Source: an optimization exercise on an open RTL-to-GDS flow (aim: small area, a short achievable clock period and few clock cycles per item). Production flows keep margins and buffers that such runs may drop.
Only simulation tests tie the RTL to the original design; equivalence was not proved.
No activity file was given, so power comes from the tool's default toggle rates.

==> flow/design.v <==
module multicycle_arithmetic(
    input clk, rst, start,
    input [1:0] op,
    input [7:0] a, b,
    output reg done,
    output [15:0] result
);
    reg        busy;
    reg [1:0]  opr;
    reg [1:0]  cnt;
    reg [7:0]  Bx;      
    reg [16:0] W;
    assign result = W[15:0];
    function [8:0] rca8(input [7:0] x, input [7:0] y, input ci);
        integer i;
        reg c;
        begin
            c = ci;
            for (i = 0; i < 8; i = i + 1) begin
                rca8[i] = x[i] ^ y[i] ^ c;
                c = (x[i] & y[i]) | (x[i] & c) | (y[i] & c);
            end
            rca8[8] = c;
        end
    endfunction
    wire big = b[7] | b[6];
    wire is_mul = (opr == 2'd2);
    wire is_div = (opr == 2'd3);
    wire inv    = opr[0];           
    wire last   = (cnt == 2'd0);
    wire bz     = &Bx;              
    wire [7:0] y1 = Bx & {8{~is_mul | W[0]}};
    wire [8:0] s1 = rca8(W[15:8], y1, inv);
    wire       g1 = W[16] | s1[8];
    wire [7:0] r1 = g1 ? s1[7:0] : W[15:8];
    wire [7:0] x2 = is_mul ? s1[8:1] : {r1[6:0], W[7]};
    wire [7:0] y2 = Bx & {8{~is_mul | W[1]}};
    wire [8:0] s2 = rca8(x2, y2, ~is_mul);
    wire       g2 = r1[7] | s2[8];
    wire [7:0] r2 = g2 ? s2[7:0] : x2;
    wire [16:0] as_res  = {1'b0, {7{inv & ~s1[8]}}, inv ^ s1[8], s1[7:0]};
    wire [16:0] mul_res = {1'b0, s2, s1[0], W[7:2]};
    wire [16:0] div_res = {last ? {9{bz}} : {r2, W[6]}, W[5:0], g1, g2};
    always @(posedge clk or posedge rst) begin
        if (rst) begin
            busy <= 1'b0;
            done <= 1'b0;
        end else begin
            done <= busy & last;
            if (busy) begin
                if (last) busy <= 1'b0;
            end else if (start) begin
                busy <= 1'b1;
            end
        end
    end
    always @(posedge clk) begin
        Bx  <= b ^ {8{op[0]}};
        opr <= op;
        if (busy) begin
            cnt <= cnt - 2'd1;
            W   <= is_div ? div_res : is_mul ? mul_res : as_res;
        end else begin
            case (op)
                2'd3:    begin W <= big ? {2'b0, a, 7'b0} : {8'b0, a, 1'b0};
                               cnt <= big ? 2'd0 : 2'd3; end
                2'd2:    begin W <= {9'b0, a};           cnt <= 2'd3;     end
                default: begin W <= {1'b0, a, 8'b0};     cnt <= 2'd0;     end
            endcase
        end
    end
endmodule
export LEC_CHECK = 0
export CAP_MARGIN = 20
export CORE_MARGIN = 2
export CORE_UTILIZATION = 75
export SLEW_MARGIN = 20
create_clock -name core_clock -period 35.0 [get_ports {clk}]
standard.sh (not shown) runs the stock make flow with config.mk's settings and CLKGATE_MAP_FILE= SYNTH_SCRIPT=/design/flow/synth_recipe.tcl, a recipe that flattens the netlist after the stock synthesis.
==> flow/flow/run.sh <==
#!/bin/bash
# The standard ORFS layout (standard.sh) with three changes:
#  - synthesis maps the logic with an area-oriented ABC script
#    (flow/abc_area.script, via flow/synth.tcl);
#  - port buffers are the smallest plain buffer (buf_1) instead of a
#    delay cell;
#  - timing repair keeps 27 ns of setup slack, i.e. aims at an 8 ns
#    period instead of stopping at the 35 ns clock.
# make's output goes to standard.log; ORFS keeps each step's log in orfs/logs.
set -euo pipefail
export FLOW_WORK=$PWD
export MY_ABC_SCRIPT=$PWD/flow/abc_area.script
export BUFFER_PORTS_ARGS="-buffer_cell sky130_fd_sc_hd__buf_1"
export SETUP_SLACK_MARGIN=27
sed "s#SYNTH_SCRIPT=[^ ]*#SYNTH_SCRIPT=$PWD/flow/synth.tcl#" standard.sh > flow_standard.sh
grep -q "SYNTH_SCRIPT=$PWD/flow/synth.tcl" flow_standard.sh
bash flow_standard.sh > standard.log 2>&1
==> flow/flow/abc_area.script <==
&get -n
&st

&dch -f
&nf -R 1000 -F 8 -A 4
&put
mfs2
&get -n
&st
&dch -f
&nf -R 1000 -F 8 -A 4
&put
topo
stime -c
buffer -c
upsize -c
dnsize -c
==> flow/flow/synth.tcl <==
# The standard synthesis (synth_recipe.tcl, which sources ORFS's
# synth.tcl), except that the final ABC technology mapping of the
# combinational logic uses flow/abc_area.script. Registers are mapped
# before ABC runs, so they are the standard synthesis's.
proc abc {args} {
  set i [lsearch -exact $args -script]
  if {$i >= 0} { lset args [expr {$i + 1}] $::env(MY_ABC_SCRIPT) }
  yosys abc {*}$args
}
source $::env(FLOW_WORK)/synth_recipe.tcl
Testbench counts at the start, summed over its fixed seeds: cycles 9,343, items 3,200.
Edit:
--- a/flow/flow/run.sh
+++ b/flow/flow/run.sh
@@ -7 +7 @@
-#  - timing repair keeps 27 ns of setup slack, i.e. aims at an 8 ns
+#  - timing repair keeps 26.6 ns of setup slack, i.e. aims at an 8 ns
@@ -14 +14 @@
-export SETUP_SLACK_MARGIN=27
+export SETUP_SLACK_MARGIN=26.6
--- a/flow/config.mk
+++ b/flow/config.mk
@@ -10 +10 @@
-export CORE_UTILIZATION = 75
+export CORE_UTILIZATION = 65
Result:
- The new run went through all stages and came out clean
- area after synthesis does not change
- worst setup slack got worse by 270 ps
- global-route usage fell by 2.3 points
- clock power is about the same
- synthesized cell count does not change
- final cell count climbs by a few percent
- final area goes down slightly
Edit:
==> flow/flow/run.sh (replaced) <==
#!/bin/bash
# Standard ORFS layout, with the port buffers made from the smallest
# plain buffer, and timing repair asked to leave 27 ns of setup slack.
set -euo pipefail
export BUFFER_PORTS_ARGS="-buffer_cell sky130_fd_sc_hd__buf_1"
export SETUP_SLACK_MARGIN=27
bash standard.sh > standard.log 2>&1
--- a/flow/config.mk
+++ b/flow/config.mk
@@ -10,0 +11,3 @@
+export CTS_BUF_LIST = sky130_fd_sc_hd__clkbuf_4
+export CTS_CLUSTER_DIAMETER = 100
+export CTS_CLUSTER_SIZE = 40
removed: flow/flow/abc_area.script
removed: flow/flow/synth.tcl
Result: Total power increases by roughly a tenth; design area increases by roughly a tenth; count of clock-buffer cells in the layout stays the same; synthesized cell count increases by a few percent; flip-flop and latch count is unchanged; cell count increases by a few percent; setup slack improves by 250 ps.
Edit:
--- a/flow/flow/run.sh
+++ b/flow/flow/run.sh
@@ -3 +3 @@
-# plain buffer, and timing repair asked to leave 27 ns of setup slack.
+# plain buffer instead of the delay cell buffer_ports picks by default.
@@ -6 +5,0 @@
-export SETUP_SLACK_MARGIN=27
--- a/flow/config.mk
+++ b/flow/config.mk
@@ -10,4 +10 @@
-export CORE_UTILIZATION = 65
-export CTS_BUF_LIST = sky130_fd_sc_hd__clkbuf_4
-export CTS_CLUSTER_DIAMETER = 100
-export CTS_CLUSTER_SIZE = 40
+export CORE_UTILIZATION = 40
The new run went through all stages and came out clean.
Synthesized area does not change.
Critical path depth rises by 28.
Cell area is lower by 2.5%.
Edit:
==> flow/flow/run.sh (replaced) <==
#!/bin/bash
# The standard ORFS layout (standard.sh) with three changes:
#  - synthesis maps the logic with an area-oriented ABC script
#    (flow/abc_area.script, via flow/synth.tcl);
#  - port buffers are the smallest plain buffer (buf_1) instead of a
#    delay cell;
#  - timing repair keeps 27.2 ns of setup slack, i.e. aims at an 8 ns
#    period instead of stopping at the 35 ns clock.
# make's output goes to standard.log; ORFS keeps each step's log in orfs/logs.
set -euo pipefail
export FLOW_WORK=$PWD
export MY_ABC_SCRIPT=$PWD/flow/abc_area.script
export BUFFER_PORTS_ARGS="-buffer_cell sky130_fd_sc_hd__buf_1"
export SETUP_SLACK_MARGIN=27.2
sed "s#SYNTH_SCRIPT=[^ ]*#SYNTH_SCRIPT=$PWD/flow/synth.tcl#" standard.sh > flow_standard.sh
grep -q "SYNTH_SCRIPT=$PWD/flow/synth.tcl" flow_standard.sh
bash flow_standard.sh > standard.log 2>&1
==> flow/flow/abc_area.script (new file) <==
&get -n
&st

&dch -f
&nf -R 1000 -F 8 -A 4
&put
mfs2
&get -n
&st
&dch -f
&nf -R 1000 -F 8 -A 4
&put
topo
stime -c
buffer -c
upsize -c
dnsize -c
==> flow/flow/synth.tcl (new file) <==
# The standard synthesis (synth_recipe.tcl, which sources ORFS's
# synth.tcl), except that the final ABC technology mapping of the
# combinational logic uses flow/abc_area.script. Registers are mapped
# before ABC runs, so they are the standard synthesis's.
proc abc {args} {
  set i [lsearch -exact $args -script]
  if {$i >= 0} { lset args [expr {$i + 1}] $::env(MY_ABC_SCRIPT) }
  yosys abc {*}$args
}
source $::env(FLOW_WORK)/synth_recipe.tcl
--- a/flow/config.mk
+++ b/flow/config.mk
@@ -10 +10 @@
-export CORE_UTILIZATION = 40
+export CORE_UTILIZATION = 65
After rerunning: Design area climbs by 9.0%. Area after synthesis is lower by 6.6%. Worst hold slack improves by 12 ps. Power is higher by 9.2%. Clock-buffer cell count came out higher by 1. Worst setup slack improves by 820 ps. Cell count is lower by 1.4%. Routed wire length came out higher by 3.9%. Combinational power grows by 16%.

RTL: the design.v shown in full above, as it stands there.
Settings: LEC_CHECK=0, CAP_MARGIN=20, CORE_MARGIN=2, CORE_UTILIZATION=40, CTS_BUF_LIST=sky130_fd_sc_hd__clkbuf_4, CTS_CLUSTER_DIAMETER=100, CTS_CLUSTER_SIZE=40, SLEW_MARGIN=20; clock period 35.0 ns.
==> flow/flow/run.sh <==
#!/bin/bash
# Standard ORFS layout, with the port buffers made from the smallest
# plain buffer, and timing repair asked to leave 27 ns of setup slack.
set -euo pipefail
export BUFFER_PORTS_ARGS="-buffer_cell sky130_fd_sc_hd__buf_1"
export SETUP_SLACK_MARGIN=27
bash standard.sh > standard.log 2>&1
Testbench counts at the start, summed over its fixed seeds: cycles 9,343, items 3,200.
==> next run, changes <==
--- a/flow/flow/run.sh
+++ b/flow/flow/run.sh
@@ -3 +3 @@
-# plain buffer, and timing repair asked to leave 27 ns of setup slack.
+# plain buffer, and timing repair asked to leave 27.5 ns of setup slack.
@@ -6 +6 @@
-export SETUP_SLACK_MARGIN=27
+export SETUP_SLACK_MARGIN=27.5
- CTS_BUF_LIST: sky130_fd_sc_hd__clkbuf_4 -> unset
- CTS_CLUSTER_DIAMETER: 100 -> unset
- CTS_CLUSTER_SIZE: 40 -> unset
Clock-buffer cell count rose by 1.
Wire length rose by 9.7%.
Die area does not change.
==> next run, changes <==
==> flow/flow/run.sh (replaced) <==
#!/bin/bash
# The standard ORFS layout (standard.sh) with three changes:
#  - synthesis maps the logic with an area-oriented ABC script
#    (flow/abc_area.script, via flow/synth.tcl);
#  - port buffers are the smallest plain buffer (buf_1) instead of a
#    delay cell;
#  - timing repair keeps 27 ns of setup slack, i.e. aims at an 8 ns
#    period instead of stopping at the 35 ns clock.
# make's output goes to standard.log; ORFS keeps each step's log in orfs/logs.
set -euo pipefail
export FLOW_WORK=$PWD
export MY_ABC_SCRIPT=$PWD/flow/abc_area.script
export BUFFER_PORTS_ARGS="-buffer_cell sky130_fd_sc_hd__buf_1"
export SETUP_SLACK_MARGIN=27
sed "s#SYNTH_SCRIPT=[^ ]*#SYNTH_SCRIPT=$PWD/flow/synth.tcl#" standard.sh > flow_standard.sh
grep -q "SYNTH_SCRIPT=$PWD/flow/synth.tcl" flow_standard.sh
bash flow_standard.sh > standard.log 2>&1
==> flow/flow/abc_area.script (new file) <==
&get -n
&st

&dch -f
&nf -R 1000 -F 8 -A 4
&put
mfs2
&get -n
&st
&dch -f
&nf -R 1000 -F 8 -A 4
&put
topo
stime -c
buffer -c
upsize -c
dnsize -c
==> flow/flow/synth.tcl (new file) <==
# The standard synthesis (synth_recipe.tcl, which sources ORFS's
# synth.tcl), except that the final ABC technology mapping of the
# combinational logic uses flow/abc_area.script. Registers are mapped
# before ABC runs, so they are the standard synthesis's.
proc abc {args} {
  set i [lsearch -exact $args -script]
  if {$i >= 0} { lset args [expr {$i + 1}] $::env(MY_ABC_SCRIPT) }
  yosys abc {*}$args
}
source $::env(FLOW_WORK)/synth_recipe.tcl
- CORE_UTILIZATION: 40 -> 70
What happened: Power drops by 22%; area after synthesis drops by 6.6%; fmax drops by 2.1%; cell area drops by 28%; die area drops by 45%.

==> re-timing with driven ports <==
The flow's constraints put no driver on any port. The routed layouts listed below were extracted and timed again, unchanged, in two steps. Step 1, drivers: a clkbuf_16 drives clk and a buf_2 each remaining input, both assumed. Step 2, shift: input delay + t, output delay - t, t = (earliest + latest rising clock arrival at the registers) / 2. This alone moves slack from input paths to output paths. Three values: ideal ports, drivers, drivers and shift; two values: the first two.
run	shift t [ns]	slack for setup (ns)	hold slack, ns
the first run of note 1	0.350	27.053 / 27.028 / 26.741	0.436 / 0.436 / 0.436
the second run of note 1	0.354	26.784 / 26.783 / 26.429	0.431 / 0.431 / 0.431
the third run of note 1	0.356	27.029 / 27.007 / 26.790	0.438 / 0.438 / 0.438
the fourth run of note 1	0.318	26.348 / 26.348 / 26.058	0.446 / 0.446 / 0.446
the fifth run of note 1	0.349	27.165 / 27.141 / 26.867	0.458 / 0.458 / 0.458
the first run of note 2	0.370	27.035 / 27.009 / 26.743	0.456 / 0.456 / 0.456
the second run of note 2	0.317	27.229 / 27.199 / 26.996	0.445 / 0.445 / 0.445
the third run of note 2	0.358	27.061 / 27.038 / 26.722	0.452 / 0.452 / 0.452
After both steps every run listed still meets setup and hold. For the second run of note 1, which loses most, drivers alone change the setup slack by -0.001 ns; drivers and shift together by -0.355 ns.
